This is an optimization exercise on Yosys and OpenROAD, whose aim is small area and a short achievable clock period, not a production implementation. At most, simulation tests tie the RTL to the original design; equivalence was not proved. For runs 1, 2, 7 and 8, only the layout was checked, not whether the RTL still works. No activity file was given, so power comes from the tool's default toggle rates.

==> flow/design.v <==
module MY_CPU (clk, nRESET, instr, pc, cc, dbg_addr, dbg_data);
	input clk;
	input nRESET;
	input [15:0] instr;
	output [15:0] pc;
	output [3:0] cc;
	input [2:0] dbg_addr;
	output [15:0] dbg_data;
	reg [14:0] pc_q;   
	reg [3:0] cc;
	assign pc = {pc_q, 1'b0};
	always @(posedge clk or negedge nRESET)
		if (!nRESET) pc_q <= 15'b0;
		else pc_q <= pc_q + 15'd1;
	wire [2:0] op = instr[14:12];
	wire i = instr[11];
	wire [2:0] rD = instr[10:8];
	wire [2:0] rA = instr[7:5];
	wire [2:0] rB = instr[4:2];
	wire [15:0] imm = {{11{instr[4]}}, instr[4:0]};
	wire valid = ~(op == 3'd7 & i);   
	reg [15:0] rf [0:7];
	reg [7:0] v;
	wire [15:0] res;
	wire [7:0] we;
	genvar k;
	generate for (k = 0; k < 8; k = k + 1) begin : g_rf
		assign we[k] = valid & (rD == k);
		always @(posedge clk)
			if (we[k]) rf[k] <= res;
	end endgenerate
	always @(posedge clk or negedge nRESET)
		if (!nRESET) v <= 8'b0;
		else v <= v | we;
	function [7:0] sel;
		input [2:0] a;
		input [7:0] vv;
		integer j;
		for (j = 0; j < 8; j = j + 1)
			sel[j] = (a == j) & vv[j];
	endfunction
	function [15:0] rd;
		input [7:0] s;
		input [127:0] d;
		integer j;
		begin
			rd = 16'b0;
			for (j = 0; j < 8; j = j + 1)
				rd = rd | ({16{s[j]}} & d[16*j +: 16]);
		end
	endfunction
	wire [127:0] rflat = {rf[7], rf[6], rf[5], rf[4], rf[3], rf[2], rf[1], rf[0]};
	wire [15:0] A = rd(sel(rA, v), rflat);
	wire [15:0] rb = rd(sel(rB, v), rflat);
	assign dbg_data = rd(sel(dbg_addr, v), rflat);
	wire [15:0] B = i ? imm : rb;
	wire sub = (op == 3'd2);
	wire [15:0] Bx = B ^ {16{sub}};
	wire [15:0] g0 = A & Bx;
	wire [15:0] p0 = A ^ Bx;
	reg [15:0] G, P;
	integer lv, b;
	always @(*) begin
		G = g0; P = p0;
		G[0] = g0[0] | (p0[0] & sub);
		for (lv = 0; lv < 4; lv = lv + 1)
			for (b = 0; b < 16; b = b + 1)
				if ((b >> lv) & 1) begin
					G[b] = G[b] | (P[b] & G[((b >> lv) << lv) - 1]);
					P[b] = P[b] & P[((b >> lv) << lv) - 1];
				end
	end
	wire [16:0] cy = {G, sub};
	wire [15:0] sum = p0 ^ cy[15:0];
	wire cout = cy[16];
	wire s_shl = (op == 3'd3);
	wire s_shr = (op == 3'd4);
	reg [15:0] sh, nx;
	integer sl;
	always @(*) begin
		sh = A;
		for (sl = 0; sl < 4; sl = sl + 1) begin
			for (b = 0; b < 16; b = b + 1)
				nx[b] = (B[sl] & s_shl & (b >= (1 << sl)) & sh[(b - (1 << sl)) & 15]) |
					(B[sl] & s_shr & (b + (1 << sl) < 16) & sh[(b + (1 << sl)) & 15]) |
					(~B[sl] & (s_shl | s_shr) & sh[b]);
			sh = nx;
		end
	end
	wire s_mov = (op == 3'd1), s_and = (op == 3'd5), s_or = (op == 3'd6), s_not = (op == 3'd7);
	wire [15:0] lg = ({16{s_mov}} & B) | ({16{s_and | s_or}} & g0) | ({16{s_or}} & p0) | ({16{s_not}} & ~B);
	wire s_add = (op == 3'd0) | (op == 3'd2);
	wire [15:0] r = ({16{s_add}} & sum) | sh | lg;
	assign res = r;
	wire [15:0] Bi = imm ^ {16{sub}};
	wire [15:0] zx = A ^ Bi;
	wire [15:0] zo = {A[14:0] | Bi[14:0], sub};
	wire Z_add = ~|(zx ^ zo);
	wire [3:0] s = instr[3:0];
	reg [15:0] m;
	integer q;
	always @(*)
		for (q = 0; q < 16; q = q + 1)
			m[q] = s_shl ? (q <= 15 - s) : (q >= s);
	wire Z_sh = ~|(A & m);
	wire Z_lg = ~|lg;
	wire N = r[15];
	wire Z = s_add ? Z_add : (s_shl | s_shr) ? Z_sh : Z_lg;
	wire C = (op == 3'd0) & cout;
	wire V = (op == 3'd3) ? (A[15] ^ sh[15]) :
		(op == 3'd0) ? ((A[15] == B[15]) & (sum[15] ^ A[15])) : 1'b0;
	always @(posedge clk or negedge nRESET)
		if (!nRESET) cc <= 4'b0;
		else if (valid & i) cc <= {N, Z, C, V};
		else cc <= 4'b0;
endmodule
==> flow/flow/run.sh <==
#!/bin/bash
# Layout flow: the standard ORFS flow with these changes:
#  - synthesis maps with flow/abc.script (flow/my_synth.tcl swaps it into ORFS's
#    synthesis; everything else there is the standard synthesis);
#  - no full/half adder extraction in synthesis (ADDER_MAP_FILE empty);
#  - port buffers are sky130_fd_sc_hd__buf_1 instead of the resizer's default pick;
#  - clock tree from clkbuf_4/clkbuf_8 without dummy loads.
# The make output is kept in flow_make.log; ORFS's own logs stay under orfs/logs.
set -euo pipefail
here=$(pwd)
export MY_ABC_SCRIPT=$here/flow/abc.script
bash standard.sh ADDER_MAP_FILE= \
  SYNTH_SCRIPT=$here/flow/my_synth.tcl \
  "BUFFER_PORTS_ARGS=-buffer_cell sky130_fd_sc_hd__buf_1" \
  "CTS_ARGS=-sink_clustering_enable -repair_clock_nets -dont_use_dummy_load -buf_list {sky130_fd_sc_hd__clkbuf_4 sky130_fd_sc_hd__clkbuf_8}" \
  finish > flow_make.log 2>&1
==> flow/flow/abc.script <==
strash
dch
map -D 2000
topo
buffer -c
upsize -c
dnsize -c
==> flow/flow/my_synth.tcl <==
proc synth {args} { yosys synth -nofsm -noshare {*}$args }
# Replace the ABC script ORFS picks with MY_ABC_SCRIPT, keeping its other arguments.
proc abc {args} {
  set i [lsearch -exact $args -script]
  if { $i >= 0 && [info exists ::env(MY_ABC_SCRIPT)] } {
    set args [lreplace $args [expr {$i + 1}] [expr {$i + 1}] $::env(MY_ABC_SCRIPT)]
  }
  puts "my abc: $args"
  yosys abc {*}$args
}
source $::env(SCRIPTS_DIR)/synth.tcl
# left out here: clear keep_hierarchy, flatten, clean up, hide names made inside functions, write 1_2_yosys.v
==> flow/standard.sh <==
#!/bin/bash
# synth_recipe.tcl (not shown) runs the flow's synth.tcl, then flattens the netlist and writes it again
# the make line also repeats each setting of config.mk as NAME=value (left out here)
make -C /OpenROAD-flow-scripts/flow DESIGN_CONFIG=/design/flow/config.mk WORK_HOME=/design/flow/orfs CLKGATE_MAP_FILE= SYNTH_SCRIPT=/design/flow/synth_recipe.tcl "${@:-finish}"
==> flow/config.mk <==
export PLATFORM = sky130hd
export DESIGN_NAME = MY_CPU
export DESIGN_NICKNAME = MY_CPU
export VERILOG_FILES = /design/flow/design.v
export SDC_FILE = /design/flow/constraint.sdc
export NUM_CORES = 4
export LEC_CHECK = 0
export CAP_MARGIN = 10
export CORE_MARGIN = 2
export CORE_UTILIZATION = 40
export SETUP_SLACK_MARGIN = 2.0
export SLEW_MARGIN = 10
==> flow/constraint.sdc <==
create_clock -name core_clock -period 7.0 [get_ports {clk}]
set_input_delay 1.4000 -clock core_clock [delete_from_list [all_inputs] [get_ports {clk}]]
set_output_delay 1.4000 -clock core_clock [all_outputs]
set_load 0.01 [all_outputs]
==> results of run 1 <==
==> metal layers <==
metal	wire [um]	share of wire	up-vias	global-route usage
met5	0	0	-	0
met4	2390	0.055	0	0.1615
met3	5248	0.12	185	0.06065
met2	19260	0.44	789	0.4786
met1	16830	0.38	5127	0.3992
li1	-	-	4868	-
==> placed cells by master, fill, tap and decap left out, drive strengths merged, types with 7 or more instances in the layout <==
| master | instances |
|---|---|
| clkbuf | 19 |
| a221oi | 25 |
| nor4 | 11 |
| xor2 | 23 |
| o2111ai | 17 |
| edfxtp | 128 |
| inv | 169 |
| a22oi | 88 |
| a31oi | 7 |
| o221ai | 38 |
| buf | 111 |
| a21oi | 63 |
| dfrtp | 27 |
| o21ai | 73 |
| a211oi | 9 |
| nand4 | 32 |
| nand2 | 254 |
| o22ai | 26 |
| nor3 | 22 |
| nor2 | 115 |
| nand3 | 47 |
| o211ai | 10 |
| or2 | 7 |
==> worst reg2reg max path, delay by kind of cell (launching register included) <==
kind / cells / cell delay, ps
DFF: 1 / 670
and+or+nand+nor: 10 / 2090
buffers and inverters: 3 / 610
AOI/OAI and AO/OA: 3 / 650
==> power groups by stage <==
stage | registers (uW) | logic, uW | clock network (uW)
final | 1110 | 698 | 523
after detailed placement | 1130 | 655 | 0
after CTS | 1110 | 660 | 525
after floorplan | 1120 | 427 | 0
after global routing | 1110 | 745 | 554
after global placement | 1130 | 649 | 0
==> sequential cells by signal, summed over array words and instances, names as in the netlist <==
name / flops
pc_q: 15
cc: 4
v: 8
rf: 128
==> cell usage after synthesis, types with 21 or more instances <==
cell,number,share of area
nand2_1,247,0.086
inv_1,145,0.050
edfxtp_1,128,0.36
nor2_1,105,0.036
a22oi_1,88,0.061
a21oi_1,60,0.028
o21ai_0,58,0.027
nand3_1,41,0.019
o221ai_1,35,0.028
nand4_1,30,0.017
dfrtp_1,27,0.063
o22ai_1,26,0.015
inv_2,23,0.0080
xor2_1,23,0.019
a221oi_1,21,0.017
clkbuf_1,21,0.0073
==> how the worst max path moves through the flow <==
| stage | start | to | slack, ps |
|---|---|---|---|
| after floorplan | dbg_addr[2] | dbg_data[2] | 2640 |
| after global routing | instr[12] | rf[5][3] | 2000 |
| after detailed placement | instr[7] | rf[2][5] | 1300 |
| after CTS | instr[2] | rf[6][9] | 2010 |
| after global placement | instr[7] | rf[3][5] | 1400 |
| final | dbg_addr[1] | dbg_data[1] | 2040 |
==> metrics by stage <==
step	util	area (um2)	std cells	hold slack, ps	total power [uW]
finish	0.4479	11970	1711	477.8	2331
global route	0.4477	11970	1709	504.2	2411
CTS	0.4412	11790	1696	482.9	2293
detailed placement	0.4308	11510	1674	464.1	1783
global placement	0.4308	11510	1674	462.3	1777
floorplan	-	10810	1286	499.6	1545
==> cell families (layout without fill, tap and decap cells) <==
family	count (synthesis)	after routing	share of synthesized area
simple gates	495	495	0.2180
xor+xnor	28	28	0.02269
buf+inv	221	303	0.08600
other cells	1	3	0.0003469
flops	155	155	0.4181
compound gates	386	386	0.2549
==> layout make-up <==
cell class / count / share of cell area
tap: 341 / 0.03564
inverter: 173 / 0.05519
clock buffer: 17 / 0.01955
timing repair buffer: 113 / 0.05634
sequential: 155 / 0.3775
antenna: 2 / 0.0004181
multi-input combinational: 910 / 0.4553
==> timing repair <==
action | 4_1_cts | 5_1_grt
buffers inserted | 5 | 13
gates cloned | 0 | 0
setup endpoints to repair | 82 | 123
endpoints found under the hold margin | 0 | 0
pin swaps | 3 | 6
gates resized for setup | 5 | 18
==> impl_metrics.env, run 1 <==
export IMPL_slowest_delay_ps=590
export IMPL_reg2reg_setup_slack_ps=2570
export IMPL_clock_latency_ps=480
export IMPL_synthesis_area_mm2=0.01081
export IMPL_min_from="pc_q[14]"
export IMPL_relSlewSlack=0.1862
export IMPL_die_y_um=168.4
export IMPL_die_area_mm2=0.02835
export IMPL_r2r_end="rf[0][10]"
export IMPL_worst_slack_ps=2035
export IMPL_clock_tree_root_cell="clkbuf_8"
export IMPL_crit_family="buffers and inverters"
export IMPL_vdd_ir_drop_worst_mv=0.1003
export IMPL_p_clk_frac=0.224
export IMPL_drive_above_1_share=0.1425
export IMPL_ctsHoldBuffers=0
export IMPL_hold_path_class="flop to flop"
export IMPL_io_pins=57
export IMPL_dp_hpwl_um=31280
export IMPL_tightest_slew_ps=1219
export IMPL_syn_avg_cell_area_um2=8.405
export IMPL_synth_warnings=2
export IMPL_gr_total_overflow=0
export IMPL_area_delta_synth_final_pct=10.74
export IMPL_cp_common_cell="buf_1"
export IMPL_wl_per_cell_um=25.55
export IMPL_regArea_mm2=0.004519
export IMPL_drcViolationCount=0
export IMPL_crit_path_cell_trace="buf_1 > inv_1 > nor2_1 > buf_4 > nand3_1 > o22ai_1 > a21oi_1 > o2111ai_1 > buf_1"
export IMPL_async_reset_ff_frac=0.1742
export IMPL_clk_pin_slew_ps=100
export IMPL_clock_sinks=155
export IMPL_synth_edff_count=128
export IMPL_cts_path_max_buffers=2
export IMPL_period_needed_ps=4965
export IMPL_ant_nets=0
export IMPL_grt_pass1_wl_um=63760
export IMPL_tns_ps=0
export IMPL_fp_dieW_um=168.4
export IMPL_power_density_mw_per_mm2=194.8
export IMPL_routed_via_count=10969
export IMPL_p_leak_uw=0.004682
export IMPL_synth_fp_nets=1307
export IMPL_rsz0062_at_grt="false"
export IMPL_intPower_uw=1490
export IMPL_nets=1391
export IMPL_synth_ff_type="edfxtp_1"
export IMPL_drv_slew=0
export IMPL_start_kind="input port"
export IMPL_path_depth=9
export IMPL_yosysSeqAreaShare=0.4181
export IMPL_fill_cells=2697
export IMPL_worstPathBufferInverterCount=4
export IMPL_grt_max_degree=28
export IMPL_rows=60
export IMPL_timing_final_crit_share=0.7092
export IMPL_required_ps=5600
export IMPL_portBuffers=54
export IMPL_setup_viol=0
export IMPL_cp_arrival_ps=3560
export IMPL_end_kind="primary output"
export IMPL_reg2regPathDepth=16
export IMPL_h_tree_depth=4
export IMPL_cp_slowest_cell="nand3_1"
export IMPL_core_mm2=0.02673
export IMPL_drt_total_wl_um=43720
export IMPL_cts_buffers=17
export IMPL_multi_input_area_mm2=0.005450
export IMPL_combPwrFrac=0.299
export IMPL_hold_end="pc_q[14]"
export IMPL_worstHoldPathCells=1
export IMPL_drtIter0Drc=1642
export IMPL_worstPathMaxFanout=10
export IMPL_power_frac_seq=0.476
export IMPL_swShare=0.3610
export IMPL_netlist_instances=1286
export IMPL_critPathKind="input port to primary output"
export IMPL_status="timing/DRC/antenna clean"
export IMPL_synth_seq_cells=155
export IMPL_p_sw_uw=841.6
export IMPL_yosys_cell_types_count=68
export IMPL_r2r_start="v[6]"
export IMPL_antenna_found_initial=1
export IMPL_pre_cts_slack_ps=1297
export IMPL_grt_pass1_vias=10149
export IMPL_clock_skew_ps=47.67
export IMPL_max_freq_ghz=0.2014
export IMPL_initial_core_util=0.4044
export IMPL_via_per_inst=6.411
export IMPL_maxCapViolCount=0
export IMPL_grt_use_total=0.3051
export IMPL_routabilityCongestion=0.9755
export IMPL_cts_tree="done"
export IMPL_firstDrtPassIters=8
export IMPL_hold_viol_final=0
==> run 2: changes to the inputs <==
--- a/flow/config.mk
+++ b/flow/config.mk
@@ -10,3 +10,3 @@
 export CORE_UTILIZATION = 40
-export SETUP_SLACK_MARGIN = 2.0
+export SETUP_SLACK_MARGIN = 3.0
 export SLEW_MARGIN = 10
==> impl_metrics.env, run 2 <==
export IMPL_grt_max_degree=28
export IMPL_period_needed_ps=4236
export IMPL_area_delta_synth_final_pct=44.87
export IMPL_routed_via_count=12568
export IMPL_wl_per_cell_um=26.83
export IMPL_hold_path_class="flop to flop"
export IMPL_largest_reg_flops=128
export IMPL_worstPathMaxFanout=8
export IMPL_ctsHoldBuffers=0
export IMPL_drcViolationCount=0
export IMPL_antenna_found_initial=0
export IMPL_end_kind="flop"
export IMPL_cts_tree="done"
export IMPL_firstDrtPassIters=9
export IMPL_drv_slew=0
export IMPL_cp_arrival_ps=4380
export IMPL_syn_avg_cell_area_um2=8.405
export IMPL_rows=60
export IMPL_core_mm2=0.02673
export IMPL_ys_top_cells_by_count="nand2_1, inv_1, edfxtp_1"
export IMPL_synth_fp_nets=1307
export IMPL_netlist_instances=1286
export IMPL_slowest_delay_ps=240
export IMPL_yosysMostFrequentCell="nand2_1"
export IMPL_pre_cts_slack_ps=1260
export IMPL_synthesis_area_mm2=0.01081
export IMPL_yosysSeqAreaShare=0.4181
export IMPL_drt_total_wl_um=50950
export IMPL_vdd_ir_drop_worst_mv=0.1346
export IMPL_clock_tree_root_cell="clkbuf_8"
export IMPL_gr_total_overflow=0
export IMPL_synth_warnings=2
export IMPL_ant_nets=0
export IMPL_cts_buffers=17
export IMPL_max_freq_ghz=0.2361
export IMPL_status="timing/DRC/antenna clean"
export IMPL_synth_seq_cells=155
export IMPL_drive_above_1_share=0.4069
export IMPL_hold_viol_final=0
export IMPL_clk_pin_slew_ps=80
export IMPL_grt_pass1_wl_um=68920
export IMPL_die_y_um=168.4
export IMPL_synthTopCellsByArea="edfxtp_1, nand2_1, dfrtp_1, a22oi_1, inv_1"
export IMPL_synth_top_family_by_area="compound AO/OA/AOI/OAI gates"
export IMPL_async_reset_ff_frac=0.1742
export IMPL_cts_path_max_buffers=2
export IMPL_drtIter0Drc=1986
export IMPL_antenna_cells=0
export IMPL_final_common_cell="nand2_1"
export IMPL_rsz0062_at_grt="true"
export IMPL_relSlewSlack=0.1895
export IMPL_synth_simple_area_share=0.2180
export IMPL_start_kind="input port"
export IMPL_power_density_mw_per_mm2=173.4
export IMPL_yosys_cell_types_count=68
export IMPL_fp_dieW_um=168.4
export IMPL_yosys_area_top_type="edfxtp_1"
export IMPL_timing_final_crit_share=0.6051
export IMPL_muxShareOfSynthArea=0
export IMPL_io_pins=57
export IMPL_nets=1581
export IMPL_required_ps=7140
export IMPL_synth_edff_count=128
export IMPL_h_tree_depth=4
export IMPL_p_leak_uw=0.006184
export IMPL_dp_hpwl_um=30760
export IMPL_critPathKind="input port to flop"
export IMPL_clock_sinks=155
export IMPL_crit_path_cell_trace="buf_4 > inv_6 > nand2_4 > nor3_4 > buf_4 > buf_4 > a22oi_1 > nand2_1 > nor2_1 > buf_6 > inv_2 > nand2_1 > o221ai_2 > a22oi_1 > nand2_1 > a22oi_2 > o31ai_4 > a22oi_2 > o311ai_4"
export IMPL_clock_skew_ps=36.46
export IMPL_via_per_inst=6.618
export IMPL_tns_ps=0
export IMPL_synthXorXnorAreaFrac=0.02269
export IMPL_synth_ff_type="edfxtp_1"
export IMPL_maxCapViolCount=0
export IMPL_synth_fa_ha_area_frac=0
export IMPL_portBuffers=54
export IMPL_largest_register="rf"
export IMPL_clock_latency_ps=470
export IMPL_synth_compound_area_share=0.2549
export IMPL_routabilityCongestion=1.000
export IMPL_grt_use_total=0.3293
export IMPL_grt_pass1_vias=11122
export IMPL_initial_core_util=0.4044
export IMPL_synth_top_area_share=0.3556
export IMPL_final_cell_mix="nand2_1, buf_4, inv_1, edfxtp_1, nor2_1"
export IMPL_tightest_slew_ps=1211
export IMPL_die_area_mm2=0.02835
export IMPL_reg_top3="rf: 128 flops, pc_q: 15 flops, v: 8 flops"
export IMPL_setup_viol=0
export IMPL_worst_slack_ps=2764
export IMPL_cp_slowest_cell="a22oi_2"
==> run 2: cell types whose count changed in the layout (fill, tap and decap cells not counted), moves of 18 or more <==
cell,change
nand3_4,+18
o21ai_0,-20
a22oi_2,+24
a22oi_1,-24
nor2_4,+18
buf_4,+121
buf_1,-22
buf_6,+49
nand2_1,-51
o221ai_1,-23
nand2_2,+38
buf_12,+20
==> run 2: critical path: cells and delay by family <==
kind	cells	cell delay, ps
AO/OA/AOI/OAI	7	1370
buffers and inverters	6	910
AND/OR/NAND/NOR	6	680
==> run 2: power by group <==
| group | switching, uW | internal [uW] |
|---|---|---|
| combinational | 677 | 394 |
| sequential | 29.8 | 1080 |
| clock | 319 | 215 |
| total | 1030 | 1690 |
==> run 2: final timing paths <==
path | endpoint | slack [ps] | cells past startpoint | from
max in group asynchronous | pc_q[12] | 5770 | 2 | nRESET
max reg2reg | rf[2][13] | 3070 | 17 | v[6]
min | pc_q[14] | 490 | 1 | pc_q[14]
min in group asynchronous | pc_q[2] | 940 | 2 | nRESET
min reg2reg | pc_q[14] | 490 | 1 | pc_q[14]
max | rf[0][2] | 2760 | 19 | instr[6]
==> run 2: timing repair <==
item                       in CTS  in global routing
setup endpoints to repair     148                148
pin swaps                      98                119
setup buffers                 131                 69
gates resized for setup       249                247
cloned                          3                  4
==> run 2: layer usage <==
metal	vias to the layer above	global-route usage	share of wire
met5	-	0	0
met4	0	0.2178	0.088
met3	365	0.08674	0.14
met2	1180	0.5022	0.43
met1	5778	0.4119	0.34
li1	5245	-	-
==> run 2: cell type report <==
class,count,area [um2]
multi-input cells,911,7114
well taps,341,426.7
clock buffers,17,234.0
repair buffers,302,2630
inverters,173,734.5
fillers,2184,11070
flip-flops and latches,155,4519
==> run 2: kinds of logic after synthesis <==
logic type,count (synthesis)
AOI/OAI and AO/OA,386
other,1
DFF,155
and+or+nand+nor,495
xor gates and xnor gates,28
buffers and inverters,221
==> run 2: stage by stage <==
stage | cells | utilization | hold WS, ps | total power [uW] | area (um2)
after floorplan | 1286 | - | 499.6 | 1549 | 10860
after global placement | 1675 | 0.4327 | 466.8 | 1775 | 11560
after detailed placement | 1675 | 0.4327 | 485.9 | 1781 | 11560
after CTS | 1826 | 0.5208 | 497.8 | 2480 | 13920
after global routing | 1899 | 0.5859 | 515.8 | 2791 | 15660
final | 1899 | 0.5859 | 493.2 | 2715 | 15660
==> run 3: changes to the inputs <==
--- a/flow/design.v
+++ b/flow/design.v
@@ -11,5 +11,11 @@
 	assign pc = {pc_q, 1'b0};
+	wire [15:0] pc_c;
+	assign pc_c[0] = 1'b1;
+	genvar t;
+	generate for (t = 0; t < 15; t = t + 1) begin : g_pc
+		assign pc_c[t + 1] = pc_c[t] & pc_q[t];
+	end endgenerate
 	always @(posedge clk or negedge nRESET)
 		if (!nRESET) pc_q <= 15'b0;
-		else pc_q <= pc_q + 15'd1;
+		else pc_q <= pc_q ^ pc_c[14:0];
 	wire [2:0] op = instr[14:12];
--- a/flow/flow/run.sh
+++ b/flow/flow/run.sh
@@ -2,3 +2,4 @@
 # Layout flow: the standard ORFS flow with these changes:
-#  - synthesis maps with flow/abc.script (flow/my_synth.tcl swaps it into ORFS's
+#  - synthesis maps with flow/abc.script, the pc incrementer with flow/abc_area.script
+#    (flow/my_synth.tcl swaps them into ORFS's
 #    synthesis; everything else there is the standard synthesis);
@@ -11,2 +12,3 @@
 export MY_ABC_SCRIPT=$here/flow/abc.script
+export MY_ABC_AREA_SCRIPT=$here/flow/abc_area.script
 bash standard.sh ADDER_MAP_FILE= \
==> flow/flow/abc_area.script (new file) <==
strash
&get -n
&st
&dch
&nf -p -R 0
&put
topo
==> flow/flow/my_synth.tcl (replaced) <==
# The standard flow's synth_recipe.tcl (standard ORFS synthesis, no fsm/share, flattened, renamed)
# with one change: ABC maps with flow/abc.script, and the pc incrementer (the logic
# cone of the pc_q flip-flops, which has the whole cycle) is first mapped on its own
# with flow/abc_area.script for area.
proc synth {args} { yosys synth -nofsm -noshare {*}$args }
proc abc {args} {
  set i [lsearch -exact $args -script]
  if { $i >= 0 } {
    set a [lreplace $args [expr {$i + 1}] [expr {$i + 1}] $::env(MY_ABC_AREA_SCRIPT)]
    yosys select -set pcl c:pc_q* %ci1:+\[D\] %ci* t:sky130_fd_sc_hd__* %d
    yosys abc {*}$a @pcl
    set args [lreplace $args [expr {$i + 1}] [expr {$i + 1}] $::env(MY_ABC_SCRIPT)]
  }
  puts "my abc: $args"
  yosys abc {*}$args
}
source $::env(SCRIPTS_DIR)/synth.tcl
# left out here: clear keep_hierarchy, flatten, clean up, hide names made inside functions, write 1_2_yosys.v
--- a/flow/config.mk
+++ b/flow/config.mk
@@ -9,4 +9,5 @@
 export CORE_MARGIN = 2
-export CORE_UTILIZATION = 40
-export SETUP_SLACK_MARGIN = 3.0
+export CORE_UTILIZATION = 60
+export PLACE_DENSITY = 0.75
+export SETUP_SLACK_MARGIN = 2.5
 export SLEW_MARGIN = 10
==> impl_metrics.env, run 3 <==
export IMPL_status="timing/DRC/antenna clean"
export IMPL_tightest_slew_ps=1092
export IMPL_clock_tree_root_cell="clkbuf_8"
export IMPL_worst_slack_ps=2446
export IMPL_combPwrFrac=0.327
export IMPL_tns_ps=0
export IMPL_drt_total_wl_um=43430
export IMPL_swShare=0.3609
export IMPL_yosys_cell_types_count=71
export IMPL_grt_use_total=0.4449
export IMPL_h_tree_depth=4
export IMPL_syn_avg_cell_area_um2=8.567
export IMPL_area_delta_synth_final_pct=17.98
export IMPL_die_area_mm2=0.01901
export IMPL_relSlewSlack=0.2693
export IMPL_routed_via_count=11622
export IMPL_clock_skew_ps=48.95
export IMPL_largest_reg_flops=128
export IMPL_synth_warnings=2
export IMPL_end_kind="primary output"
export IMPL_rows=48
export IMPL_final_cell_mix="nand2_1, inv_1, edfxtp_1, a22oi_1, buf_4"
export IMPL_period_needed_ps=4554
export IMPL_yosysMostFrequentCell="nand2_1"
export IMPL_drive_above_1_share=0.2157
export IMPL_fp_dieW_um=137.9
export IMPL_synth_fp_nets=1276
export IMPL_gr_total_overflow=0
export IMPL_core_mm2=0.01742
export IMPL_antenna_found_initial=1
export IMPL_synth_top_area_share=0.3575
export IMPL_intPower_uw=1538
export IMPL_firstDrtPassIters=12
export IMPL_p_clk_frac=0.213
export IMPL_cp_slowest_cell="a221oi_1"
export IMPL_yosysSeqAreaShare=0.4203
export IMPL_p_sw_uw=868.5
export IMPL_rsz0062_at_grt="true"
export IMPL_maxCapViolCount=0
export IMPL_required_ps=5600
export IMPL_ant_nets=0
export IMPL_worstPathBufferInverterCount=5
export IMPL_yosys_area_top_type="edfxtp_1"
export IMPL_portBuffers=54
export IMPL_pre_cts_slack_ps=1237
export IMPL_largest_register="rf"
export IMPL_antenna_cells=0
export IMPL_grt_pass1_vias=10134
export IMPL_dp_hpwl_um=29120
export IMPL_grt_pass1_wl_um=60720
export IMPL_power_density_mw_per_mm2=189.7
export IMPL_cts_tree="done"
export IMPL_setup_viol=0
export IMPL_vdd_ir_drop_worst_mv=0.1434
export IMPL_cts_buffers=17
export IMPL_synthesis_area_mm2=0.01075
export IMPL_worstPathMaxFanout=7
export IMPL_clock_latency_ps=470
export IMPL_wl_per_cell_um=26.96
export IMPL_clk_pin_slew_ps=90
export IMPL_power_frac_seq=0.460
export IMPL_synth_seq_cells=155
export IMPL_cts_path_max_buffers=2
export IMPL_initial_core_util=0.6173
export IMPL_slowest_delay_ps=330
export IMPL_synth_ff_type="edfxtp_1"
export IMPL_max_freq_ghz=0.2196
export IMPL_reg_top3="rf: 128 flops, pc_q: 15 flops, v: 8 flops"
export IMPL_grt_max_degree=28
export IMPL_via_per_inst=7.214
export IMPL_io_pins=57
export IMPL_ctsHoldBuffers=0
export IMPL_netlist_instances=1255
export IMPL_cp_arrival_ps=3150
export IMPL_drcViolationCount=0
export IMPL_nets=1409
export IMPL_hold_viol_final=0
export IMPL_crit_family="buffers and inverters"
export IMPL_crit_path_cell_trace="buf_2 > inv_1 > nand3_4 > clkinvlp_4 > buf_4 > a221oi_1 > o2111ai_1 > buf_1"
export IMPL_final_common_cell="nand2_1"
export IMPL_start_kind="input port"
export IMPL_drv_slew=0
export IMPL_hold_path_class="flop to flop"
export IMPL_routabilityCongestion=1.044
export IMPL_drtIter0Drc=2150
export IMPL_clock_sinks=155
export IMPL_synthTopCellsByArea="edfxtp_1, nand2_1, a22oi_1, dfrtp_1, inv_1"
export IMPL_die_y_um=137.9
export IMPL_synth_edff_count=128
export IMPL_timing_final_crit_share=0.6506
export IMPL_async_reset_ff_frac=0.1742
export IMPL_ys_top_cells_by_count="nand2_1, inv_1, edfxtp_1"
export IMPL_p_leak_uw=0.004956
export IMPL_critPathKind="input port to primary output"
## run 3: changes by cell type in the layout (fill, tap and decap cells not counted), sizes merged, moves of 4 or more
cell,delta
a22oi,+13
nand2,-36
a21oi,-4
o211ai,+5
nor2b,+5
xor2,+4
a31oi,-5
buf,-146
o21ai,-6
nand4,-5
## run 3: repair_timing
item / 4_1_cts / 5_1_grt
setup buffers: 19 / 53
pin swaps: 10 / 22
gates resized for setup: 64 / 91
setup endpoints to repair: 148 / 148
## run 3: final cells by class
cell class / count / area (um2)
clock buffer: 17 / 234.0
fill: 1313 / 4732
inverter: 176 / 708.2
multi-input combinational: 880 / 5868
sequential: 155 / 4519
tap: 225 / 281.5
timing repair buffer: 158 / 1074
## run 3: logic make-up after synthesis
kind of cell | after synthesis | synth area share
compound gates | 395 | 0.2660
xor+xnor | 34 | 0.02770
buf+inv | 220 | 0.08903
flops | 155 | 0.4203
simple gates | 450 | 0.1966
other cells | 1 | 0.0003488
## run 3: final timing paths
kind / depth (start not counted) / to / slack [ps] / startpoint
setup / recovery: 8 / dbg_data[14] / 2450 / dbg_addr[2]
hold / removal: 1 / pc_q[14] / 480 / pc_q[14]
setup reg to reg: 14 / rf[7][0] / 3150 / v[6]
hold reg to reg: 1 / pc_q[14] / 480 / pc_q[14]
max in group asynchronous: 2 / v[0] / 5780 / nRESET
min in group asynchronous: 2 / pc_q[10] / 920 / nRESET
## run 3: power by group through the flow
stage                     registers, uW  logic [uW]  clock network [uW]
after floorplan                    1120         425                   0
after global placement             1120         617                   0
after detailed placement           1120         627                   0
after CTS                          1100         660                 508
after global routing               1110         822                 546
final                              1110         787                 512
## run 3: stage by stage
step / area, um2 / cells / utilization / hold slack [ps] / power [uW]
floorplan: 10750 / 1255 / - / 484.0 / 1542
global route: 12680 / 1611 / 0.7283 / 509.5 / 2477
CTS: 11830 / 1557 / 0.6793 / 485.6 / 2273
global placement: 11200 / 1521 / 0.6432 / 457.8 / 1741
finish: 12680 / 1611 / 0.7283 / 476.9 / 2407
detailed placement: 11200 / 1521 / 0.6432 / 469.9 / 1752
## run 3: routing by layer
metal,GRT usage,vias to the layer above,share of wire
li1,-,4856,-
met1,0.6039,5197,0.35
met2,0.6029,1249,0.39
met3,0.1696,318,0.18
met4,0.2602,2,0.080
met5,0,-,0.00030
## run 3: worst reg2reg max path, cell delays in order, from the launching register on
cell and delay (ps):
dfrtp_1 500, nand4_2 160, buf_6 200, clkinvlp_4 200, buf_12 180, a22oi_1 160
o221ai_1 200, nor2_4 250, inv_1 130, nand2_1 90, o221ai_1 180, a22oi_1 390
o21ai_0 210, a22oi_1 360, nand3_2 290
==> run 4: changes to the inputs <==
--- a/flow/config.mk
+++ b/flow/config.mk
@@ -9,5 +9,4 @@
 export CORE_MARGIN = 2
-export CORE_UTILIZATION = 60
-export PLACE_DENSITY = 0.75
-export SETUP_SLACK_MARGIN = 2.5
+export CORE_UTILIZATION = 40
+export SETUP_SLACK_MARGIN = 2.7
 export SLEW_MARGIN = 10
==> impl_metrics.env, run 4 <==
export IMPL_nets=1436
export IMPL_synth_edff_count=128
export IMPL_antenna_cells=0
export IMPL_initial_core_util=0.4034
export IMPL_end_kind="flop"
export IMPL_h_tree_depth=4
export IMPL_fill_cells=2455
export IMPL_dp_hpwl_um=29810
export IMPL_critPathKind="input port to flop"
export IMPL_hold_end="pc_q[14]"
export IMPL_synth_ff_type="edfxtp_1"
export IMPL_swShare=0.3595
export IMPL_r2r_end="rf[0][2]"
export IMPL_yosys_cell_types_count=71
export IMPL_cp_slowest_cell="nor3_4"
export IMPL_drv_slew=0
export IMPL_ant_nets=0
export IMPL_final_common_cell="nand2_1"
export IMPL_cts_tree="done"
export IMPL_syn_avg_cell_area_um2=8.567
export IMPL_synth_top_area_share=0.3575
export IMPL_clock_tree_root_cell="clkbuf_8"
export IMPL_synth_fp_nets=1276
export IMPL_rows=60
export IMPL_hold_path_class="flop to flop"
export IMPL_antenna_found_initial=0
export IMPL_crit_family="simple AND/OR/NAND/NOR gates"
export IMPL_yosysMostFrequentCell="nand2_1"
export IMPL_drt_total_wl_um=44980
export IMPL_drcViolationCount=0
export IMPL_drive_above_1_share=0.2519
export IMPL_max_freq_ghz=0.2327
export IMPL_required_ps=7170
export IMPL_firstDrtPassIters=6
export IMPL_io_pins=57
export IMPL_largest_register="rf"
export IMPL_vdd_ir_drop_worst_mv=0.1000
export IMPL_clk_pin_slew_ps=100
export IMPL_worstPathBufferInverterCount=5
export IMPL_min_from="pc_q[14]"
export IMPL_maxCapViolCount=0
export IMPL_status="timing/DRC/antenna clean"
export IMPL_wl_per_cell_um=25.64
export IMPL_routabilityCongestion=0.9657
export IMPL_grt_max_degree=28
export IMPL_p_leak_uw=0.005112
export IMPL_reg_top3="rf: 128 flops, pc_q: 15 flops, v: 8 flops"
export IMPL_clock_sinks=155
export IMPL_start_kind="input port"
export IMPL_p_clk_frac=0.212
export IMPL_area_delta_synth_final_pct=23.34
export IMPL_setup_viol=0
export IMPL_clock_latency_ps=470
export IMPL_period_needed_ps=4297
export IMPL_cts_buffers=17
export IMPL_finalNonFillerCells=1754
export IMPL_cp_common_cell="inv_1"
export IMPL_cp_startpoint="instr[7]"
export IMPL_reg2regPathDepth=15
export IMPL_yosysSeqAreaShare=0.4203
export IMPL_timing_final_crit_share=0.6139
export IMPL_multi_input_area_mm2=0.006000
export IMPL_async_reset_ff_frac=0.1742
export IMPL_post_route_cell_area_mm2=0.01326
export IMPL_grt_use_total=0.3094
export IMPL_synth_seq_cells=155
export IMPL_die_y_um=167.9
export IMPL_synthTopCellsByArea="edfxtp_1, nand2_1, a22oi_1, dfrtp_1, inv_1"
export IMPL_largest_reg_flops=128
export IMPL_reg2reg_setup_slack_ps=3370
export IMPL_intPower_uw=1555
export IMPL_via_per_inst=6.528
export IMPL_worst_slack_ps=2703
export IMPL_cp_arrival_ps=4470
export IMPL_regArea_mm2=0.004519
export IMPL_yosys_area_top_type="edfxtp_1"
export IMPL_hold_viol_final=0
export IMPL_fp_dieW_um=167.9
export IMPL_gr_total_overflow=0
export IMPL_tightest_slew_ps=1042
export IMPL_p_sw_uw=872.5
export IMPL_ys_top_cells_by_count="nand2_1, inv_1, edfxtp_1"
export IMPL_crit_path_cell_trace="buf_2 > inv_1 > nor3_4 > inv_2 > o211ai_1 > nor2_4 > inv_1 > nor2_1 > nor2_1 > inv_1 > nor3_2 > a21boi_4 > o21bai_4 > nand2_2 > nand2_1 > a21oi_1 > o21ai_1 > nand3_4"
export IMPL_power_frac_seq=0.456
export IMPL_relSlewSlack=0.3025
export IMPL_synthesis_area_mm2=0.01075
export IMPL_power_density_mw_per_mm2=183.0
export IMPL_power_uw=2427
export IMPL_portBuffers=54
export IMPL_dpl_cell_area_mm2=0.01135
export IMPL_worstHoldPathCells=1
export IMPL_ctsHoldBuffers=0
export IMPL_netlist_instances=1255
export IMPL_slowest_delay_ps=460
export IMPL_worstPathMaxFanout=8
export IMPL_final_cell_mix="nand2_1, inv_1, edfxtp_1, buf_4, a22oi_1"
export IMPL_grt_pass1_vias=10379
export IMPL_tns_ps=0
export IMPL_core_mm2=0.02665
export IMPL_rsz0062_at_grt="true"
export IMPL_synth_warnings=2
export IMPL_cts_path_max_buffers=2
export IMPL_die_area_mm2=0.02821
export IMPL_drtIter0Drc=1865
export IMPL_grt_pass1_wl_um=64850
export IMPL_routed_via_count=11450
export IMPL_r2r_start="v[4]"
export IMPL_clock_skew_ps=34.79
export IMPL_dp_cells=1637
export IMPL_pre_cts_slack_ps=1206
export IMPL_combPwrFrac=0.332
[run 4: cell counts after synthesis]
Identical to the previous run, type by type.
[run 4: power by group through the flow]
stage	registers, uW	logic, uW	clock network, uW
3_5_place_dp	1130	634	0
5_1_grt	1110	849	551
6_report	1110	806	514
4_1_cts	1110	703	512
3_3_place_gp	1120	631	0
2_1_floorplan	1120	425	0
[run 4: stage by stage]
| stage | hold slack [ps] | utilization |
|---|---|---|
| after detailed placement | 466.0 | 0.4261 |
| after floorplan | 484.0 | - |
| final | 488.4 | 0.4976 |
| after global placement | 465.3 | 0.4261 |
| after global routing | 512.8 | 0.4976 |
| after CTS | 490.1 | 0.4684 |
[run 4: layout make-up]
type | instances | share of cell area
flip-flops and latches | 155 | 0.3408
multi-input cells | 880 | 0.4524
clock buffers | 17 | 0.01764
repair buffers | 185 | 0.1011
well taps | 341 | 0.03217
inverters | 176 | 0.05585
[run 4: worst max path at each step]
stage	depth (start not counted)	endpoint	slack [ps]
floorplan	18	rf[0][14]	2940
global placement	14	rf[0][7]	1220
detailed placement	14	rf[0][7]	1210
CTS	20	rf[4][9]	2650
global route	9	dbg_data[13]	2590
finish	18	rf[3][13]	2700
[run 4: per-layer routing]
layer  vias up  wire (um)  track usage
li1       4927          -            -
met4         0       2680       0.1531
met3       200       6254      0.08087
met1      5369      17110       0.4193
met5         -          0            0
met2       954      18930       0.4589
[run 4: kinds of logic (layout without fill, tap and decap cells)]
| kind of cell | Yosys count | after routing | share of synthesized area |
|---|---|---|---|
| buffers and inverters | 220 | 378 | 0.08903 |
| and+or+nand+nor | 450 | 450 | 0.1966 |
| other | 1 | 1 | 0.0003488 |
| DFF | 155 | 155 | 0.4203 |
| xor gates and xnor gates | 34 | 34 | 0.02770 |
| AOI/OAI and AO/OA | 395 | 395 | 0.2660 |
[run 4: timing repair]
action	4_1_cts	5_1_grt
setup buffers	54	45
pin swaps	20	43
endpoints found under the hold margin	0	0
gates cloned	0	1
endpoints found under the setup margin	148	147
gates resized for setup	107	102
==> run 5: changes to the inputs <==
==> flow/flow/abc.script (replaced) <==
strash
&get -n
&st
&dch
&nf -p -D 2000
&put
topo
buffer -c
upsize -c
dnsize -c
--- a/flow/config.mk
+++ b/flow/config.mk
@@ -10,3 +10,3 @@
 export CORE_UTILIZATION = 40
-export SETUP_SLACK_MARGIN = 2.7
+export SETUP_SLACK_MARGIN = 2.5
 export SLEW_MARGIN = 10
==> impl_metrics.env, run 5 <==
export IMPL_status="timing/DRC/antenna clean"
export IMPL_rsz0062_at_grt="true"
export IMPL_hold_path_class="flop to flop"
export IMPL_power_frac_seq=0.458
export IMPL_ys_top_cells_by_count="edfxtp_1, nand2_1, a222oi_1"
export IMPL_grt_pass1_wl_um=53720
export IMPL_cts_tree="done"
export IMPL_initial_core_util=0.4097
export IMPL_hold_slack_ps=471.8
export IMPL_clk_pin_slew_ps=80
export IMPL_synth_ff_type="edfxtp_1"
export IMPL_intPower_uw=1630
export IMPL_clock_latency_ps=460
export IMPL_synthesis_area_mm2=0.01002
export IMPL_rows=57
export IMPL_yosysMostFrequentCell="edfxtp_1"
export IMPL_die_area_mm2=0.02634
export IMPL_cts_buffers=17
export IMPL_reg2reg_setup_slack_ps=3060
export IMPL_p_sw_uw=838.4
export IMPL_power_density_mw_per_mm2=203.7
export IMPL_yosysSeqAreaShare=0.4509
export IMPL_firstDrtPassIters=12
export IMPL_synth_warnings=2
export IMPL_grt_max_degree=28
export IMPL_netlist_instances=1006
export IMPL_critPathKind="input port to flop"
export IMPL_yosys_cell_types_count=78
export IMPL_cts_path_max_buffers=2
export IMPL_synth_edff_count=128
export IMPL_antenna_cells=0
export IMPL_swShare=0.3396
export IMPL_io_pins=57
export IMPL_clock_skew_ps=37.55
export IMPL_clock_tree_root_cell="clkbuf_8"
export IMPL_reg_top3="rf: 128 flops, pc_q: 15 flops, v: 8 flops"
export IMPL_area_delta_synth_final_pct=20.92
export IMPL_portBuffers=54
export IMPL_die_y_um=162.3
export IMPL_final_cell_mix="edfxtp_1, nand2_1, buf_4, a222oi_1, nor2_1"
export IMPL_tightest_slew_ps=1200
export IMPL_worstPathMaxFanout=8
export IMPL_core_mm2=0.02446
export IMPL_ant_nets=0
export IMPL_fill_cells=2223
export IMPL_combPwrFrac=0.340
export IMPL_dp_hpwl_um=23830
export IMPL_wl_per_cell_um=25.89
export IMPL_routabilityCongestion=0.9189
export IMPL_maxCapViolCount=0
export IMPL_antenna_found_initial=0
export IMPL_drcViolationCount=0
export IMPL_required_ps=7190
export IMPL_period_needed_ps=4574
export IMPL_synth_seq_cells=155
export IMPL_routed_via_count=9705
export IMPL_via_per_inst=6.820
export IMPL_tns_ps=0
export IMPL_syn_avg_cell_area_um2=9.964
export IMPL_drv_slew=0
export IMPL_synthTopCellsByArea="edfxtp_1, a222oi_1, dfrtp_1, nand2_1, xnor2_1"
export IMPL_relSlewSlack=0.1984
export IMPL_synth_fp_nets=1027
export IMPL_async_reset_ff_frac=0.1742
export IMPL_gr_total_overflow=0
export IMPL_max_freq_ghz=0.2186
export IMPL_hold_viol_final=0
export IMPL_p_clk_frac=0.202
export IMPL_grt_use_total=0.2710
export IMPL_drtIter0Drc=1680
export IMPL_setup_viol=0
export IMPL_start_kind="input port"
export IMPL_largest_reg_flops=128
export IMPL_p_leak_uw=0.004222
export IMPL_largest_register="rf"
export IMPL_final_common_cell="edfxtp_1"
export IMPL_synth_top_area_share=0.3835
export IMPL_clock_sinks=155
export IMPL_grt_pass1_vias=8925
export IMPL_timing_final_crit_share=0.6535
export IMPL_drive_above_1_share=0.2420
export IMPL_fp_dieW_um=162.3
export IMPL_nets=1122
export IMPL_drt_total_wl_um=36840
export IMPL_h_tree_depth=4
export IMPL_ctsHoldBuffers=0
export IMPL_cp_arrival_ps=4770
export IMPL_vdd_ir_drop_worst_mv=0.1518
export IMPL_end_kind="flop"
export IMPL_yosys_area_top_type="edfxtp_1"
-- run 5: cell types whose count changed in the layout (fill, tap and decap cells not counted), sizes merged, moves of 18 or more --
cell	before	now
a222oi	0	73
o221ai	40	6
nor2	117	64
inv	161	13
a22oi	101	33
nand2	218	102
xnor2	7	36
buf	181	153
nand2b	0	18
o21ai	67	39
-- run 5: critical path: stages --
cell      delay (ps)
buf_12           110
buf_8            120
and4_4           190
buf_12           120
a222oi_1         490
a22o_2           360
buf_6            130
nand2b_1          70
o21a_1           130
a21o_1           190
a31o_1           210
a211o_4          390
a21oi_4          150
nor2b_2           60
o31ai_2          220
nand2_1          110
a31o_4           300
-- run 5: worst paths after layout --
kind | start | to | cells past startpoint
min in group asynchronous | nRESET | pc_q[5] | 2
hold reg to reg | pc_q[14] | pc_q[14] | 1
max in group asynchronous | nRESET | cc[0] | 2
setup reg to reg | v[1] | rf[5][14] | 16
setup / recovery | instr[2] | rf[5][14] | 17
hold / removal | pc_q[14] | pc_q[14] | 1
-- run 5: layout make-up --
type | instances | area, um2 | area share
clock buffer | 17 | 234.0 | 0.01930
inverter | 14 | 52.55 | 0.004336
multi-input combinational | 758 | 5728 | 0.4726
sequential | 155 | 4519 | 0.3729
tap | 324 | 405.4 | 0.03345
timing repair buffer | 155 | 1181 | 0.09745
-- run 5: metal layers --
layer  track usage  wire, um  share of wire
met1        0.3684     14260           0.39
met2        0.4228     16900           0.46
met3       0.04597      4104           0.11
met4        0.1291      1566          0.043
met5             0         0              0
-- run 5: stage by stage --
stage | power, uW | worst slack (ps) | cells | cell area (um2) | util
finish | 2469 | 2426 | 1423 | 12120 | 0.4955
global route | 2558 | 2359 | 1423 | 12120 | 0.4955
CTS | 2394 | 2477 | 1405 | 11720 | 0.4791
detailed placement | 1808 | 921.2 | 1340 | 10730 | 0.4386
global placement | 1803 | 966.0 | 1340 | 10730 | 0.4386
floorplan | 1595 | 2383 | 1006 | 10070 | -
-- run 5: cell families after synthesis --
family / count (synthesis) / synth area share
buffers and inverters: 93 / 0.04132
AND/OR/NAND/NOR: 338 / 0.1754
AO/OA/AOI/OAI: 350 / 0.2703
other: 1 / 0.0003741
multiplexers: 3 / 0.002996
XOR/XNOR: 64 / 0.05667
flip-flops: 155 / 0.4509
adder cells (fa/ha/maj): 2 / 0.002122
-- run 5: power groups by stage --
stage / Clock [uW] / Combinational, uW / Sequential (uW)
floorplan: 0 / 457 / 1140
global placement: 0 / 655 / 1150
detailed placement: 0 / 661 / 1150
CTS: 506 / 760 / 1130
global route: 539 / 886 / 1130
finish: 498 / 840 / 1130
-- run 5: what timing repair did --
action	CTS	global route
buffers inserted	48	18
gates resized for setup	91	69
setup endpoints to repair	148	140
pin swaps	31	24
==> run 6: changes to the inputs <==
==> flow/flow/abc.script (replaced) <==
strash
dch
map -D 2000
topo
buffer -c
upsize -c
dnsize -c
==> impl_metrics.env, run 6 <==
export IMPL_status="timing/DRC/antenna clean"
export IMPL_dp_hpwl_um=29810
export IMPL_intPower_uw=1538
export IMPL_reg_top3="rf: 128 flops, pc_q: 15 flops, v: 8 flops"
export IMPL_clk_pin_slew_ps=100
export IMPL_pre_cts_slack_ps=1206
export IMPL_vdd_ir_drop_worst_mv=0.1006
export IMPL_rows=60
export IMPL_tns_ps=0
export IMPL_grt_max_degree=28
export IMPL_synthesis_area_mm2=0.01075
export IMPL_fp_dieW_um=167.9
export IMPL_worst_slack_ps=2524
export IMPL_fill_cells=2512
export IMPL_gr_total_overflow=0
export IMPL_antenna_cells=0
export IMPL_drt_total_wl_um=43930
export IMPL_largest_register="rf"
export IMPL_final_cell_mix="nand2_1, inv_1, edfxtp_1, a22oi_1, buf_4"
export IMPL_largest_reg_flops=128
export IMPL_combPwrFrac=0.324
export IMPL_yosysMostFrequentCell="nand2_1"
export IMPL_final_util=0.4777
export IMPL_worstPathMaxFanout=9
export IMPL_die_area_mm2=0.02821
export IMPL_area_delta_synth_final_pct=18.42
export IMPL_crit_path_cell_trace="buf_1 > inv_2 > nand4_2 > buf_6 > clkinvlp_4 > buf_12 > a22oi_1 > o211ai_1 > nor2_4 > inv_1 > nand2_2 > inv_1 > nor2_1 > inv_1 > nor3_4 > a21boi_4 > buf_4 > o21bai_4 > nand2_2 > nand2_1 > a21oi_1 > o21ai_0 > nand3_2"
export IMPL_multi_input_area_mm2=0.005781
export IMPL_power_uw=2384
export IMPL_p_leak_uw=0.004902
export IMPL_period_needed_ps=4476
export IMPL_routed_via_count=11169
export IMPL_drive_above_1_share=0.2036
export IMPL_antenna_found_initial=0
export IMPL_routabilityCongestion=0.9657
export IMPL_hold_path_class="flop to flop"
export IMPL_syn_avg_cell_area_um2=8.567
export IMPL_synth_edff_count=128
export IMPL_route_met2_wl_um=18460
export IMPL_io_pins=57
export IMPL_clock_skew_ps=36.73
export IMPL_drtIter0Drc=1809
export IMPL_synth_warnings=2
export IMPL_synthTopCellsByArea="edfxtp_1, nand2_1, a22oi_1, dfrtp_1, inv_1"
export IMPL_die_y_um=167.9
export IMPL_drcViolationCount=0
export IMPL_cp_slowest_cell="clkinvlp_4"
export IMPL_final_common_cell="nand2_1"
export IMPL_async_reset_ff_frac=0.1742
export IMPL_yosysSeqAreaShare=0.4203
export IMPL_p_sw_uw=846.0
export IMPL_swShare=0.3548
export IMPL_synth_seq_cells=155
export IMPL_regArea_mm2=0.004519
export IMPL_core_mm2=0.02665
export IMPL_yosys_cell_types_count=71
export IMPL_netlist_instances=1255
export IMPL_clock_tree_root_cell="clkbuf_8"
export IMPL_wl_met3_um=6068
export IMPL_cp_common_cell="inv_1"
export IMPL_nets=1403
export IMPL_timing_final_crit_share=0.6394
export IMPL_grt_use_total=0.3030
export IMPL_maxCapViolCount=0
export IMPL_tightest_slew_ps=977.4
export IMPL_ant_nets=0
export IMPL_clock_sinks=155
export IMPL_ctsHoldBuffers=0
export IMPL_initial_core_util=0.4034
export IMPL_clock_latency_ps=470
export IMPL_synth_ff_type="edfxtp_1"
export IMPL_cts_path_max_buffers=2
export IMPL_ys_top_cells_by_count="nand2_1, inv_1, edfxtp_1"
export IMPL_slowest_delay_ps=230
export IMPL_rsz0062_at_grt="true"
export IMPL_power_density_mw_per_mm2=187.3
export IMPL_critPathKind="input port to flop"
export IMPL_synth_top_area_share=0.3575
export IMPL_cp_arrival_ps=4610
export IMPL_required_ps=7140
export IMPL_p_clk_frac=0.212
export IMPL_crit_family="buffers and inverters"
export IMPL_grt_pass1_wl_um=63360
export IMPL_drv_slew=0
export IMPL_worstPathBufferInverterCount=9
export IMPL_yosys_area_top_type="edfxtp_1"
export IMPL_hold_slack_ps=486.8
export IMPL_power_frac_seq=0.464
export IMPL_setup_viol=0
export IMPL_h_tree_depth=4
export IMPL_end_kind="flop"
export IMPL_max_freq_ghz=0.2234
export IMPL_via_per_inst=6.490
export IMPL_start_kind="input port"
export IMPL_grt_pass1_vias=10050
export IMPL_cts_tree="done"
export IMPL_wl_met1_um=16960
export IMPL_firstDrtPassIters=9
export IMPL_synth_fp_nets=1276
export IMPL_highest_layer="met4"
export IMPL_wl_per_cell_um=25.53
export IMPL_portBuffers=54
export IMPL_cts_buffers=17
export IMPL_hold_viol_final=0
export IMPL_relSlewSlack=0.3460
==> run 6: power by group through the flow <==
stage	combinational (uW)	sequential [uW]	clock, uW
after detailed placement	634	1130	0
after global placement	631	1120	0
after floorplan	425	1120	0
after global routing	816	1110	551
final	772	1110	505
after CTS	667	1110	512
==> run 6: what timing repair did <==
action / CTS / global route
pin swaps: 4 / 24
gates resized for setup: 66 / 68
setup endpoints to repair: 148 / 147
setup buffers: 15 / 52
gates cloned: 0 / 0
==> run 6: per-stage QoR <==
stage | area (um2) | instances
finish | 12730 | 1721
CTS | 11990 | 1669
global placement | 11350 | 1637
global route | 12730 | 1721
detailed placement | 11350 | 1637
floorplan | 10750 | 1255
==> run 6: cell families after synthesis <==
group,Yosys count,share of synthesized area
simple gates,450,0.1966
compound gates,395,0.2660
buf+inv,220,0.08903
flops,155,0.4203
xor+xnor,34,0.02770
other cells,1,0.0003488
==> run 6: path summary, 6_finish.rpt <==
check                               from   endpoint  slack, ps  cells after the start
worst max-delay path            instr[5]  rf[3][13]       2520                     23
worst min-delay path            pc_q[14]   pc_q[14]        490                      1
worst max register to register      v[2]      cc[2]       3140                     18
worst min register to register  pc_q[14]   pc_q[14]        490                      1
max in group asynchronous         nRESET       v[2]       5400                      1
min in group asynchronous         nRESET   pc_q[10]       1010                      1
==> run 6: layer usage <==
| layer | vias up | GRT usage |
|---|---|---|
| li1 | 4854 | - |
| met4 | 0 | 0.1452 |
| met5 | - | 0 |
| met2 | 884 | 0.4459 |
| met3 | 175 | 0.08016 |
| met1 | 5256 | 0.4149 |
==> run 6: cell type report <==
type | count | area share
Multi-Input combinational cell | 880 | 0.4540
Clock buffer | 17 | 0.01838
Timing Repair Buffer | 152 | 0.08225
Sequential cell | 155 | 0.3550
Inverter | 176 | 0.05690
Tap cell | 341 | 0.03351
==> run 7: changes to the inputs <==
--- a/flow/design.v
+++ b/flow/design.v
@@ -59,5 +59,5 @@
 	wire [15:0] A = rd(sel(rA, v), rflat);
-	wire [15:0] rb = rd(sel(rB, v), rflat);
+	wire [15:0] rb = rd(sel(rB, v & {8{~i}}), rflat);   
 	assign dbg_data = rd(sel(dbg_addr, v), rflat);
-	wire [15:0] B = i ? imm : rb;
+	wire [15:0] B = rb | (imm & {16{i}});
 	wire sub = (op == 3'd2);
==> impl_metrics.env, run 7 <==
export IMPL_fp_dieW_um=167.3
export IMPL_critPathKind="input port to primary output"
export IMPL_setup_viol=0
export IMPL_yosys_area_top_type="edfxtp_1"
export IMPL_synth_ff_type="edfxtp_1"
export IMPL_cp_arrival_ps=3060
export IMPL_p_leak_uw=0.004891
export IMPL_initial_core_util=0.4083
export IMPL_final_cell_mix="nand2_1, inv_1, edfxtp_1, nor2_1, buf_4"
export IMPL_ant_nets=0
export IMPL_clock_latency_ps=460
export IMPL_async_reset_ff_frac=0.1742
export IMPL_tightest_slew_ps=810.8
export IMPL_routabilityCongestion=0.9973
export IMPL_rsz0062_at_grt="true"
export IMPL_drv_slew=0
export IMPL_end_kind="primary output"
export IMPL_dp_hpwl_um=28550
export IMPL_clock_tree_root_cell="clkbuf_8"
export IMPL_antenna_found_initial=0
export IMPL_reg_top3="rf: 128 flops, pc_q: 15 flops, v: 8 flops"
export IMPL_die_y_um=167.3
export IMPL_maxCapViolCount=0
export IMPL_clock_skew_ps=36.30
export IMPL_nets=1390
export IMPL_required_ps=5600
export IMPL_worstPathMaxFanout=13
export IMPL_synth_fp_nets=1261
export IMPL_antenna_cells=0
export IMPL_period_needed_ps=4456
export IMPL_h_tree_depth=4
export IMPL_via_per_inst=6.367
export IMPL_drcViolationCount=0
export IMPL_clock_sinks=155
export IMPL_netlist_instances=1240
export IMPL_synth_warnings=2
export IMPL_cts_buffers=17
export IMPL_grt_max_degree=28
export IMPL_ys_top_cells_by_count="nand2_1, inv_1, edfxtp_1"
export IMPL_synthTopCellsByArea="edfxtp_1, nand2_1, dfrtp_1, a22oi_1, inv_1"
export IMPL_yosysSeqAreaShare=0.4236
export IMPL_grt_pass1_wl_um=61420
export IMPL_synth_top_area_share=0.3603
export IMPL_hold_path_class="flop to flop"
export IMPL_cts_path_max_buffers=2
export IMPL_grt_use_total=0.2917
export IMPL_tns_ps=0
export IMPL_firstDrtPassIters=17
export IMPL_drtIter0Drc=1186
export IMPL_clk_pin_slew_ps=60
export IMPL_largest_reg_flops=128
export IMPL_status="timing/DRC/antenna clean"
export IMPL_portBuffers=54
export IMPL_synth_edff_count=128
export IMPL_synthesis_area_mm2=0.01067
export IMPL_drive_above_1_share=0.2107
export IMPL_area_delta_synth_final_pct=19.91
export IMPL_max_freq_ghz=0.2244
export IMPL_timing_final_crit_share=0.6366
export IMPL_cts_tree="done"
export IMPL_vdd_ir_drop_worst_mv=0.1056
export IMPL_power_density_mw_per_mm2=186.3
export IMPL_final_common_cell="nand2_1"
export IMPL_core_mm2=0.02613
export IMPL_rows=59
export IMPL_wl_per_cell_um=24.54
export IMPL_routed_via_count=10836
export IMPL_die_area_mm2=0.02799
export IMPL_relSlewSlack=0.4589
export IMPL_grt_pass1_vias=10089
export IMPL_synth_seq_cells=155
export IMPL_start_kind="input port"
export IMPL_hold_viol_final=0
export IMPL_largest_register="rf"
export IMPL_yosys_cell_types_count=62
export IMPL_drt_total_wl_um=41770
export IMPL_syn_avg_cell_area_um2=8.604
export IMPL_yosysMostFrequentCell="nand2_1"
export IMPL_io_pins=57
export IMPL_gr_total_overflow=0
export IMPL_power_uw=2383
[run 7: cell types whose count changed in the layout (fill, tap and decap cells not counted), sizes merged, moves of 4 or more]
| cell | previous run | this run |
|---|---|---|
| a221oi | 26 | 35 |
| nand3 | 44 | 40 |
| nand4 | 27 | 16 |
| nor2 | 117 | 132 |
| o21ai | 67 | 51 |
| clkinvlp | 10 | 5 |
| o2111ai | 17 | 22 |
| nand2 | 218 | 210 |
| a22oi | 101 | 87 |
| a211oi | 12 | 7 |
| xor2 | 27 | 33 |
| a21oi | 59 | 73 |
| a31oi | 2 | 6 |
[run 7: worst max-delay path: stages]
cell       delay, ps
buf_1            260
inv_2            140
nor3_2           210
buf_6            220
inv_1            190
o22ai_1          200
nor2_1            60
o2111ai_1        150
buf_1            210
[run 7: power breakdown]
group	total, uW	internal (uW)	switching [uW]
logic	770	249	521
registers	1110	1080	25.1
clock network	507	214	293
[run 7: final timing paths]
| check | start | to | slack (ps) | cells after the start |
|---|---|---|---|---|
| worst max register to register | v[7] | rf[7][5] | 3250 | 17 |
| worst min register to register | pc_q[14] | pc_q[14] | 470 | 1 |
| max in group asynchronous | nRESET | v[0] | 5450 | 1 |
| worst max-delay path | dbg_addr[2] | dbg_data[2] | 2540 | 9 |
| min in group asynchronous | nRESET | pc_q[12] | 1010 | 1 |
| worst min-delay path | pc_q[14] | pc_q[14] | 470 | 1 |
[run 7: layout make-up]
class | instances | area [um2]
Tap cell | 335 | 419.2
Fill cell | 2462 | 13340
Sequential cell | 155 | 4519
Inverter | 168 | 668.1
Multi-Input combinational cell | 875 | 5866
Timing Repair Buffer | 152 | 1087
Clock buffer | 17 | 234.0
[run 7: stage by stage]
stage	instances	util	worst slack [ps]	hold WS [ps]	instance area, um2
6_report	1702	0.4896	2544	469.1	12790
5_1_grt	1702	0.4896	2441	525.1	12790
4_1_cts	1670	0.4661	2455	473.6	12180
3_5_place_dp	1616	0.4329	1155	466.2	11310
3_3_place_gp	1616	0.4329	1187	457.9	11310
2_1_floorplan	1240	-	2800	506.6	10670
[run 7: kinds of logic after synthesis]
group                  share of synthesized area
AND/OR/NAND/NOR                           0.2017
AO/OA/AOI/OAI                             0.2567
buffers and inverters                    0.08326
flip-flops                                0.4236
XOR/XNOR                                 0.03436
other                                  0.0003515
[run 7: metal layers]
layer	vias up	wire, um	track usage
li1	4782	-	-
met1	5106	16160	0.3801
met2	773	18430	0.4559
met3	175	4679	0.06074
met4	0	2503	0.1603
met5	-	0	0
[run 7: timing repair]
item	CTS	global route
pin swaps	21	27
setup endpoints to repair	148	138
gates resized for setup	60	77
cloned	0	1
hold buffers	0	0
setup buffers	37	31
==> run 8: changes to the inputs <==
--- a/flow/design.v
+++ b/flow/design.v
@@ -100,6 +100,4 @@
 	assign res = r;
-	wire [15:0] Bi = imm ^ {16{sub}};
-	wire [15:0] zx = A ^ Bi;
-	wire [15:0] zo = {A[14:0] | Bi[14:0], sub};
-	wire Z_add = ~|(zx ^ zo);
+	wire [15:0] zo = {g0[14:0] | p0[14:0], sub};
+	wire Z_add = ~|(p0 ^ zo);
 	wire [3:0] s = instr[3:0];
==> flow/flow/abc.script (replaced) <==
strash
&get -n
&st
&dch
&nf -p -D 2000
&put
topo
buffer -c
upsize -c
dnsize -c
==> impl_metrics.env, run 8 <==
export IMPL_clock_latency_ps=460
export IMPL_pre_cts_slack_ps=805.2
export IMPL_synth_fp_nets=1011
export IMPL_hold_path_class="flop to flop"
export IMPL_synthesis_area_mm2=0.009862
export IMPL_period_needed_ps=4580
export IMPL_ctsHoldBuffers=0
export IMPL_intPower_uw=1678
export IMPL_synthTopCellsByArea="edfxtp_1, a222oi_1, dfrtp_1, nand2_1, xnor2_1"
export IMPL_hold_viol_final=0
export IMPL_wl_per_cell_um=27.05
export IMPL_synth_warnings=2
export IMPL_grt_pass1_wl_um=56810
export IMPL_r2r_start="v[2]"
export IMPL_synth_top_area_share=0.3897
export IMPL_combPwrFrac=0.364
export IMPL_setup_viol=0
export IMPL_clock_skew_ps=29.80
export IMPL_drcViolationCount=0
export IMPL_initial_core_util=0.4067
export IMPL_via_per_inst=6.980
export IMPL_io_pins=57
export IMPL_die_area_mm2=0.02593
export IMPL_firstDrtPassIters=9
export IMPL_rsz0062_at_grt="true"
export IMPL_required_ps=7180
export IMPL_final_cell_mix="edfxtp_1, nand2_1, buf_4, a222oi_1, buf_1"
export IMPL_largest_register="rf"
export IMPL_drv_slew=0
export IMPL_worstPathMaxFanout=13
export IMPL_final_common_cell="edfxtp_1"
export IMPL_min_from="pc_q[14]"
export IMPL_nets=1154
export IMPL_routed_via_count=10156
export IMPL_grt_pass1_vias=9378
export IMPL_antenna_found_initial=0
export IMPL_async_reset_ff_frac=0.1742
export IMPL_antenna_cells=0
export IMPL_power_frac_seq=0.439
export IMPL_start_kind="input port"
export IMPL_power_density_mw_per_mm2=203.3
export IMPL_core_mm2=0.02425
export IMPL_relSlewSlack=0.2688
export IMPL_rows=57
export IMPL_h_tree_depth=4
export IMPL_max_freq_ghz=0.2183
export IMPL_maxCapViolCount=0
export IMPL_cp_startpoint="instr[2]"
export IMPL_hold_slack_ps=479.9
export IMPL_status="timing/DRC/antenna clean"
export IMPL_cp_arrival_ps=4760
export IMPL_timing_final_crit_share=0.6543
export IMPL_syn_avg_cell_area_um2=9.962
export IMPL_cts_path_max_buffers=2
export IMPL_power_uw=2552
export IMPL_yosysMostFrequentCell="nand2_1"
export IMPL_fp_dieW_um=161.0
export IMPL_synth_edff_count=128
export IMPL_p_sw_uw=874.7
export IMPL_netlist_instances=990
export IMPL_end_kind="flop"
export IMPL_clk_pin_slew_ps=80
export IMPL_clock_tree_root_cell="clkbuf_8"
export IMPL_routabilityCongestion=0.9383
export IMPL_vdd_ir_drop_worst_mv=0.1192
export IMPL_portBuffers=54
export IMPL_cts_tree="done"
export IMPL_die_y_um=161.0
export IMPL_yosys_area_top_type="edfxtp_1"
export IMPL_critPathKind="input port to flop"
export IMPL_ys_top_cells_by_count="nand2_1, edfxtp_1, a222oi_1"
export IMPL_ant_nets=0
export IMPL_dp_hpwl_um=25280
export IMPL_p_leak_uw=0.004431
export IMPL_cts_buffers=17
export IMPL_reg_top3="rf: 128 flops, pc_q: 15 flops, v: 8 flops"
export IMPL_yosys_cell_types_count=69
export IMPL_synth_ff_type="edfxtp_1"
export IMPL_grt_use_total=0.2902
export IMPL_p_clk_frac=0.196
export IMPL_swShare=0.3427
export IMPL_clock_sinks=155
export IMPL_worst_slack_ps=2420
export IMPL_area_delta_synth_final_pct=27.30
export IMPL_final_util=0.5178
export IMPL_grt_max_degree=28
export IMPL_tns_ps=0
export IMPL_gr_total_overflow=0
export IMPL_drtIter0Drc=2366
export IMPL_drive_above_1_share=0.2794
export IMPL_drt_total_wl_um=39360
export IMPL_yosysSeqAreaShare=0.4583
export IMPL_tightest_slew_ps=1091
export IMPL_synth_seq_cells=155
export IMPL_largest_reg_flops=128
-- run 8: cell count changes after synthesis, sizes merged, moves of 33 or more --
cell and delta:
xnor2 +39, a22oi -56, o221ai -33, a222oi +85, nand2 -81, nor2 -79, inv -152
-- run 8: what timing repair did --
item | 4_1_cts | 5_1_grt
pin swaps | 37 | 45
buffers inserted | 51 | 46
resized for setup | 119 | 92
cloned | 2 | 1
endpoints found under the setup margin | 148 | 132
-- run 8: worst max-delay path, stage by stage --
cell and delay (ps):
buf_6 150, and2_2 250, and3_4 330, buf_4 170, nand2_1 180, nand3_4 190
mux2i_4 320, a21oi_4 100, o311a_4 430, o31a_1 310, or3_1 370, o211ai_2 100
xor2_1 190, o21ai_2 90, buf_6 170
-- run 8: path summary, 6_finish.rpt --
kind                                   to  slack (ps)  cells past startpoint
worst max register to register  rf[6][14]        3060                     14
max in group asynchronous         pc_q[6]        5810                      2
min in group asynchronous         pc_q[7]         920                      2
worst min-delay path             pc_q[14]         480                      1
worst min register to register   pc_q[14]         480                      1
worst max-delay path            rf[6][14]        2420                     15
-- run 8: layer usage --
metal  global-route usage  up-vias  wire [um]
met5                    0        -          0
met4               0.1388        0       2003
met3              0.06215      175       4685
met2               0.4680      828      18210
met1               0.3738     4836      14460
li1                     -     4317          -
-- run 8: cell families after synthesis --
family                 after synthesis  share of synthesized area
AND/OR/NAND/NOR                    369                     0.1915
AO/OA/AOI/OAI                      323                     0.2593
flip-flops                         155                     0.4583
buffers and inverters               79                    0.03299
XOR/XNOR                            62                    0.05659
multiplexers                         1                   0.001015
other                                1                  0.0003802
-- run 8: per-stage QoR --
step / area (um2) / std cells
after floorplan: 9931 / 990
after global placement: 10650 / 1338
after detailed placement: 10650 / 1338
after CTS: 11820 / 1408
after global routing: 12550 / 1455
final: 12550 / 1455
-- run 8: final cells by class --
cell class,count,area (um2)
flip-flops and latches,155,4519
well taps,324,405.4
repair buffers,187,1421
multi-input cells,758,5922
clock buffers,17,234.0
inverters,14,52.55
fillers,2208,11690
-- run 8: power groups by stage --
stage	logic [uW]	clock network (uW)	registers, uW
4_1_cts	793	506	1120
2_1_floorplan	452	0	1130
6_report	930	501	1120
3_5_place_dp	673	0	1140
5_1_grt	977	541	1130
3_3_place_gp	668	0	1140

[port drivers added, routing unchanged]
Ports are ideal in the flow. The routed layouts listed here were re-timed in OpenROAD.
Step 1: set_driving_cell puts a clkbuf_16 on clk and a buf_2 on each other input, an assumption about the parent block.
Step 2 times the ports against the registers' clock, not the clock port: input delays grow and output delays shrink by t, the midpoint of the rising clock arrivals with the driver on.
a / b / c = ideal ports / drivers / drivers and shift; a / b = the first two.
run | t, ns | setup slack, ns
run 1 | 0.500 | 2.035 / 1.994 / 1.635
run 2 | 0.498 | 2.764 / 2.717 / 2.287
run 3 | 0.493 | 2.446 / 2.423 / 2.026
run 4 | 0.500 | 2.703 / 2.681 / 2.218
run 5 | 0.487 | 2.426 / 2.410 / 1.924
run 6 | 0.499 | 2.524 / 2.519 / 2.045
run 7 | 0.488 | 2.544 / 2.520 / 2.092
run 8 | 0.484 | 2.420 / 2.422 / 1.938
After both steps every run listed still meets setup and hold.
